Source: an optimization exercise on an open RTL-to-GDS flow (aim: small area). Production flows keep margins and buffers that such runs may drop.
The RTL was checked by simulation tests, not by an equivalence proof against the original design.
Power and IR drop assume default switching activity.

==> design/flow/design.v <==
`timescale 1ns / 1ps
module debouncer(
    output reg clean,
    input button, clk
    );
    reg [2:0] count_val;
    always @(posedge clk) begin
        if (button == clean)
            count_val <= 3'd0;
        else
            count_val <= count_val + 3'd1;
        if (&count_val)
            clean <= button;
    end
endmodule
`timescale 1ns / 1ps
module vga_controller(
    input clk,
    input reset,
    output video_on,
    output reg hsync,
    output reg vsync,
    output p_pixel,
    output reg [9:0] x,
    output reg [9:0] y
    );
    reg [1:0] phase;
    reg started;
    assign p_pixel = (phase == 2'd0);
    wire advance = p_pixel & started;
    wire h_end = (x == 10'd799);
    wire v_end = (y == 10'd524);
    always @(posedge clk or posedge reset)
        if (reset) begin
            phase   <= 2'd0;
            started <= 1'b0;
            x       <= 10'd0;
            y       <= 10'd0;
            hsync   <= 1'b0;
            vsync   <= 1'b0;
        end
        else begin
            phase <= phase + 2'd1;
            if (p_pixel)
                started <= 1'b1;
            if (advance) begin
                x <= h_end ? 10'd0 : x + 10'd1;
                if (h_end)
                    y <= v_end ? 10'd0 : y + 10'd1;
            end
            hsync <= (x >= 10'd656) && (x <= 10'd751);
            vsync <= (y >= 10'd513) && (y <= 10'd514);
        end
    assign video_on = (x < 10'd640) && (y < 10'd480);
endmodule
`timescale 1ns / 1ps
module pixel(
    input clk,
    input reset,
    input up,
    input down,
    input video_on,
    input [9:0] x,
    input [9:0] y,
    output [1:0] col,
    output reg [15:0] score_keep
    );
    reg [9:0] bx;         
    reg [8:0] by;         
    reg       vneg;       
    reg [9:0] vx;         
    reg [7:0] pad;        
    wire [7:0] speed = score_keep[7:0];
    wire frame_refresh = (y == 10'd481) && (x == 10'd0);
    wire top_hit = (by[7:0] == 8'd0);
    wire bot_hit = by[7] & by[6] & by[5] & ~by[4] & by[3] & (by[2] | (by[1] & by[0]));
    wire left_hit = (bx <= 10'd84);
    wire right_hit = (bx >= 10'd628) && (bx <= 10'd1012);
    wire [9:0] dpy = {1'b0, by} + 10'd5 - {2'b00, pad};
    wire pad_x = (bx >= 10'd609) && (bx <= 10'd613);
    wire pad_hit = pad_x && (dpy <= 10'd53) && ~vx[9];
    always @(posedge clk or posedge reset)
        if (reset) begin
            bx <= 10'd0;
            by <= 9'd0;
            vneg <= 1'b0;
            vx <= 10'd2;
            pad <= 8'd0;
            score_keep <= 16'd0;
        end
        else begin
            if (frame_refresh) begin
                bx <= bx + vx;
                by <= vneg ? by - 9'd1 : by + 9'd1;
                if (up & (pad[7:1] != 7'd0))
                    pad <= pad - 8'd1;
                else if (down & ~(pad[7] & pad[5] & pad[4] & pad[3] & pad[2] & pad[1]))
                    pad <= pad + 8'd1;
            end
            if (top_hit)
                vneg <= 1'b0;
            else if (bot_hit)
                vneg <= 1'b1;
            else if (left_hit)
                vx <= 10'd2 + {2'b00, speed};
            else if (pad_hit)
                vx <= -(vx + {2'b00, speed});
            if (right_hit)
                score_keep <= 16'd0;
            else if (pad_hit)
                score_keep <= score_keep + 16'd1;
        end
    wire wall_active = (x >= 10'd77) && (x <= 10'd84);
    wire [8:0] py = y[9:1] - {1'b0, pad};
    wire [9:0] ppy = {1'b0, y[9:1]} - {2'b00, pad};
    wire paddle_active = (x >= 10'd620) && (x <= 10'd624) && (ppy <= 10'd48);
    wire [10:0] dx = {1'b0, x} - {1'b0, bx};
    wire [9:0] dy = {1'b0, y[9:1]} - {1'b0, by};
    wire [3:0] row = {dy[2:0], y[0]};
    wire [3:0] column = dx[3:0];
    reg [11:0] rom_data;
    always @*
        case (row)
            4'b0000 : rom_data = 12'b000111111000;
            4'b0001 : rom_data = 12'b001111111100;
            4'b0010 : rom_data = 12'b111111111111;
            4'b0011 : rom_data = 12'b111111111111;
            4'b0100 : rom_data = 12'b001111111100;
            4'b0101 : rom_data = 12'b100011110001;
            4'b0110 : rom_data = 12'b110000000011;
            4'b0111 : rom_data = 12'b111111111111;
            4'b1000 : rom_data = 12'b111111111111;
            4'b1001 : rom_data = 12'b001111111100;
            4'b1010 : rom_data = 12'b000111111000;
            default : rom_data = 12'b000000000000;
        endcase
    wire ball_active = (dx <= 11'd11) && (dy <= 10'd5) && rom_data[column];
    wire dark = wall_active | paddle_active;
    assign col[0] = video_on & (dark | ball_active);
    assign col[1] = video_on & ~dark;
endmodule
`timescale 1ns / 1ps
module pong(
    input clk,
    input reset,
    input up,
    input down,
    output hsync,
    output vsync,
    output [11:0] rgb,
    output [15:0] score
    );
    wire wire_reset, w_up, w_down, w_vid_on, wire_pixel;
    wire [9:0] wire_x, wire_y;
    wire [1:0] wire_col;
    reg  [1:0] reg_col;
    vga_controller vga(.clk(clk), .reset(wire_reset), .video_on(w_vid_on), .hsync(hsync), .vsync(vsync), .p_pixel(wire_pixel), .x(wire_x), .y(wire_y));
    pixel pix(.clk(clk), .reset(wire_reset), .up(w_up), .down(w_down), .video_on(w_vid_on), .x(wire_x), .y(wire_y), .col(wire_col), .score_keep(score));
    debouncer dbright(.clk(clk), .button(reset), .clean(wire_reset));
    debouncer dbup(.clk(clk), .button(up), .clean(w_up));
    debouncer dbdown(.clk(clk), .button(down), .clean(w_down));
    always @(posedge clk)
        if (wire_pixel)
            reg_col <= wire_col;
    wire c111 = reg_col[0];
    wire c1ff = reg_col[0] & reg_col[1];
    wire cccc = reg_col[1];
    wire cc00 = reg_col[1] & ~reg_col[0];
    assign rgb = {cc00, cc00, 1'b0, c111, cccc, cccc, c1ff, c111, cccc, cccc, c1ff, c111};
endmodule
==> design/flow/run.sh <==
#!/bin/bash
# synth_recipe.tcl (not shown) runs the flow's synth.tcl, then flattens the netlist and writes it again
# the make line also repeats each setting of config.mk as NAME=value (left out here)
make -C /OpenROAD-flow-scripts/flow DESIGN_CONFIG=/design/flow/config.mk WORK_HOME=/design/flow/orfs CLKGATE_MAP_FILE= SYNTH_SCRIPT=/design/flow/synth_recipe.tcl finish
==> design/flow/config.mk <==
export PLATFORM = sky130hd
export DESIGN_NAME = pong
export DESIGN_NICKNAME = pong
export VERILOG_FILES = /design/flow/design.v
export SDC_FILE = /design/flow/constraint.sdc
export NUM_CORES = 4
export LEC_CHECK = 0
export CAP_MARGIN = 20
export CORE_MARGIN = 2
export CORE_UTILIZATION = 40
export SLEW_MARGIN = 20
==> design/flow/constraint.sdc <==
create_clock -name core_clock -period 10.0 [get_ports {clk}]
set_input_delay 2.0000 -clock core_clock [delete_from_list [all_inputs] [get_ports {clk}]]
set_output_delay 2.0000 -clock core_clock [all_outputs]
set_load 0.01 [all_outputs]
==> results.txt <==
final cells by class:
class,count,area share
inverter,79,0.0358
clock inverter,7,0.00886
tap,234,0.0352
clock buffer,9,0.0270
sequential,93,0.277
multi-input combinational,657,0.574
timing repair buffer,36,0.0425
through the flow:
step                      area, um^2   util  worst slack, ps  power (mW)
after floorplan                 7530      -             6770       0.395
after global placement          8030  0.432             6500       0.397
after detailed placement        8030  0.432             6440       0.397
after CTS                       8330  0.448             6430       0.754
after global routing            8330  0.448             6090       0.771
final                           8330  0.448             6400       0.741
logic make-up after synthesis:
kind of cell	Yosys count	share of synthesized area
AO/OA/AOI/OAI	184	0.158
XOR/XNOR	81	0.0943
adder cells (fa/ha/maj)	107	0.185
buffers and inverters	105	0.0585
flip-flops	93	0.307
multiplexers	8	0.0110
other	1	0.000498
AND/OR/NAND/NOR	276	0.186
placed cells by master (no fill, tap or decap), types with 5 or more instances in the layout:
cell type | Yosys | layout
o21ai_0 | 55 | 55
a21oi_1 | 50 | 50
nor3_1 | 22 | 22
ha_1 | 100 | 100
a21o_1 | 13 | 13
edfxtp_1 | 5 | 5
nand2b_1 | 13 | 13
nor2b_1 | 20 | 20
mux2i_1 | 6 | 6
o21a_1 | 6 | 6
xor2_1 | 33 | 33
or3_1 | 6 | 6
o221a_2 | 7 | 7
or2_2 | 10 | 10
o31ai_1 | 6 | 6
nor4_1 | 7 | 7
dfrtp_1 | 78 | 78
dfxtp_1 | 9 | 9
nand4_1 | 17 | 17
inv_1 | 79 | 78
fa_1 | 7 | 7
a31oi_1 | 7 | 7
nor2_1 | 56 | 56
clkdlybuf4s50_1 | 0 | 32
and2_1 | 10 | 10
nand2_1 | 73 | 73
nand3_1 | 19 | 19
clkbuf_16 | 0 | 9
xnor2_1 | 48 | 48
and3_1 | 8 | 8
metal layers:
layer / track usage / routed length [um]
met5: 0 / 0
met4: 0.0526 / 281
met3: 0.0302 / 547
met2: 0.292 / 7650
met1: 0.241 / 8280
sequential cells by signal, indices dropped and copies added (netlist names), 2 cells and up:
signal,flops
pix.bx,10
dbdown.count_val,3
pix.score_keep,16
pix.vx,10
pix.pad,8
vga.x,10
reg_col,2
dbright.count_val,3
vga.y,10
pix.by,9
dbup.count_val,3
vga.phase,2
where the power goes:
group          total, mW  internal, mW  switching (mW)
Sequential         0.382         0.381         0.00116
Clock              0.352         0.177           0.175
Combinational    0.00681       0.00375         0.00306
path summary, 6_finish.rpt:
| check | startpoint | end | slack [ps] | cells past startpoint |
|---|---|---|---|---|
| worst max-delay path | pix.by[1] | pix.vx[0] | 6400 | 15 |
| worst max register to register | pix.by[1] | pix.vx[0] | 6400 | 15 |
| worst min register to register | vga.phase[0] | vga.phase[0] | 410 | 1 |
| worst min-delay path | vga.phase[0] | vga.phase[0] | 410 | 1 |
| max in group asynchronous | dbright.clean | vga.y[0] | 8890 | 2 |
| min in group asynchronous | dbright.clean | vga.started | 540 | 2 |
cell usage after synthesis, types with 12 or more instances:
master | number | area share
nor3_1 | 22 | 0.015
nand4_1 | 17 | 0.014
nand2b_1 | 13 | 0.011
buf_4 | 12 | 0.012
nor2b_1 | 20 | 0.017
a21o_1 | 13 | 0.013
xor2_1 | 33 | 0.038
inv_1 | 79 | 0.039
a21oi_1 | 50 | 0.033
dfrtp_1 | 78 | 0.26
nand3_1 | 19 | 0.013
nand2_1 | 73 | 0.036
nor2_1 | 56 | 0.028
xnor2_1 | 48 | 0.056
ha_1 | 100 | 0.17
o21ai_0 | 55 | 0.037
clkbuf_1 | 13 | 0.0065
==> impl_metrics.json <==
{
  "status": "no timing/DRC/antenna violations",
  "min_path_type": "reg2reg",
  "final-seq-area_mm2": 0.00231,
  "area_growth_pct": 10.7,
  "synth.yosys.warnings": 4,
  "root_buffer": "clkbuf_16",
  "synth-seq-cells": 93,
  "syn-cell-area_mm2": 0.00753,
  "grt_usage": 0.178,
  "cts_tree": "done",
  "power.density_mw_per_mm2": 89.0,
  "p_leak_nw": 3.71,
  "cp_top_family": "adder cells",
  "portBuffers": 32,
  "period_share": 0.360,
  "clk_pin_slew_ps": 80,
  "slew_headroom": 0.487,
  "rsz0062_at_grt": "no",
  "setup_violations": 0,
  "route.detailed.drc": 0,
  "diodes": 0,
  "start_util": 0.405,
  "vdd_drop_max_mv": 0.0831,
  "drt-wirelength-per-cell_um": 15.0,
  "cp_max_fo": 17,
  "viasPerCell": 5.30,
  "drtAntennaViolNets": 0,
  "ctsHoldBuffers": 0,
  "cts-htree-levels": 3,
  "fin_skew_ps": 14.0,
  "synth_cells": 855,
  "grt_max_degree": 80,
  "synth-edff-count": 5,
  "ys.flop_type": "dfrtp_1",
  "worstMarginPinSlew_ps": 770,
  "whs_ps": 407,
  "cp_slowest_cell": "dfrtp_1",
  "grt_pass1_vias": 5842,
  "syn-num-nets": 966,
  "clock_sinks": 93,
  "first_iter_violations": 288,
  "grt-ovfl-total": 0,
  "netlist-cell-type-count": 63,
  "timing.fmax_mhz": 278,
  "cp-end-kind": "register",
  "finalWeightedCongestion": 0.822,
  "drive_gt1_frac": 0.0533,
  "cp_num_buf_inv": 4,
  "num_rows": 50,
  "syn_avg_cell_area_um2": 8.80,
  "critPathLaunchType": "register",
  "grt_pass1_wl_um": 28800,
  "cts_made_buffers": 9,
  "crit_type": "reg2reg",
  "firstDrtPassIters": 5,
  "vias": 5904,
  "fin_cells": 1115,
  "cts_resized": 0,
  "crit_required_ps": 10300,
  "dieArea_mm2": 0.0199,
  "finalMaxSlewViolations": 0,
  "crit_path_frequent_cell": "inv_1",
  "finalHoldViolations": 0,
  "synth_seq_area_share": 0.307,
  "critPathMaxStageDelay_ps": 470,
  "place_inst": 1099,
  "die_h_um": 141,
  "cts_setup_buffers": 0,
  "path_cells": "inv_1 > ha_1 > inv_1 > ha_1 > inv_1 > fa_1 > nor2b_1 > o31ai_1 > o2bb2ai_1 > xnor2_1 > nor4_4 > buf_4 > nand2_2 > o21ai_2 > o221a_2",
  "synthArstFlopShare": 0.849,
  "fin_crit_ps": 3600,
  "finalSetupTns_ps": 0,
  "wl_um": 16800,
  "io_pins": 34,
  "multiInputGateArea_mm2": 0.00478,
  "core_mm2": 0.0186,
  "fin_nets": 987,
  "clk_path_buf_depth": 2,
  "crit_arrival_ps": 3900,
  "fp.dieW_um": 141,
  "antenna_found_initial": 0,
  "n_fill_cell": 1804,
  "drv_cap": 0,
  "worst_skew_pair.late_latency_ps": 360,
  "hpwl_um": 12500
}

port drivers added, routing unchanged:
The flow's constraints put no driver on any port. The routed layout listed below was extracted and timed again, unchanged, in two steps. Step 1 assumes that a clkbuf_16 drives the clock port and a buf_2 every other input. Step 2 moves the port delays by t, midway between the first and last clock arrival at a register: inputs arrive t later, outputs are due t later. That takes back most of the time a late clock gives input paths. a / b / c = ideal / step 1 / step 2; a / b = the first two.
t (ns): 0.401
setup WS [ns]: 6.402 / 6.402 / 6.402
worst register clock-pin slew, ns: 0.08 / 0.08
worst data-port slew with drivers (ns): 0.03
After both steps this run still meets setup and hold. The setup slack of this run moves by 0.000 ns with the drivers and by 0.000 ns with both steps.
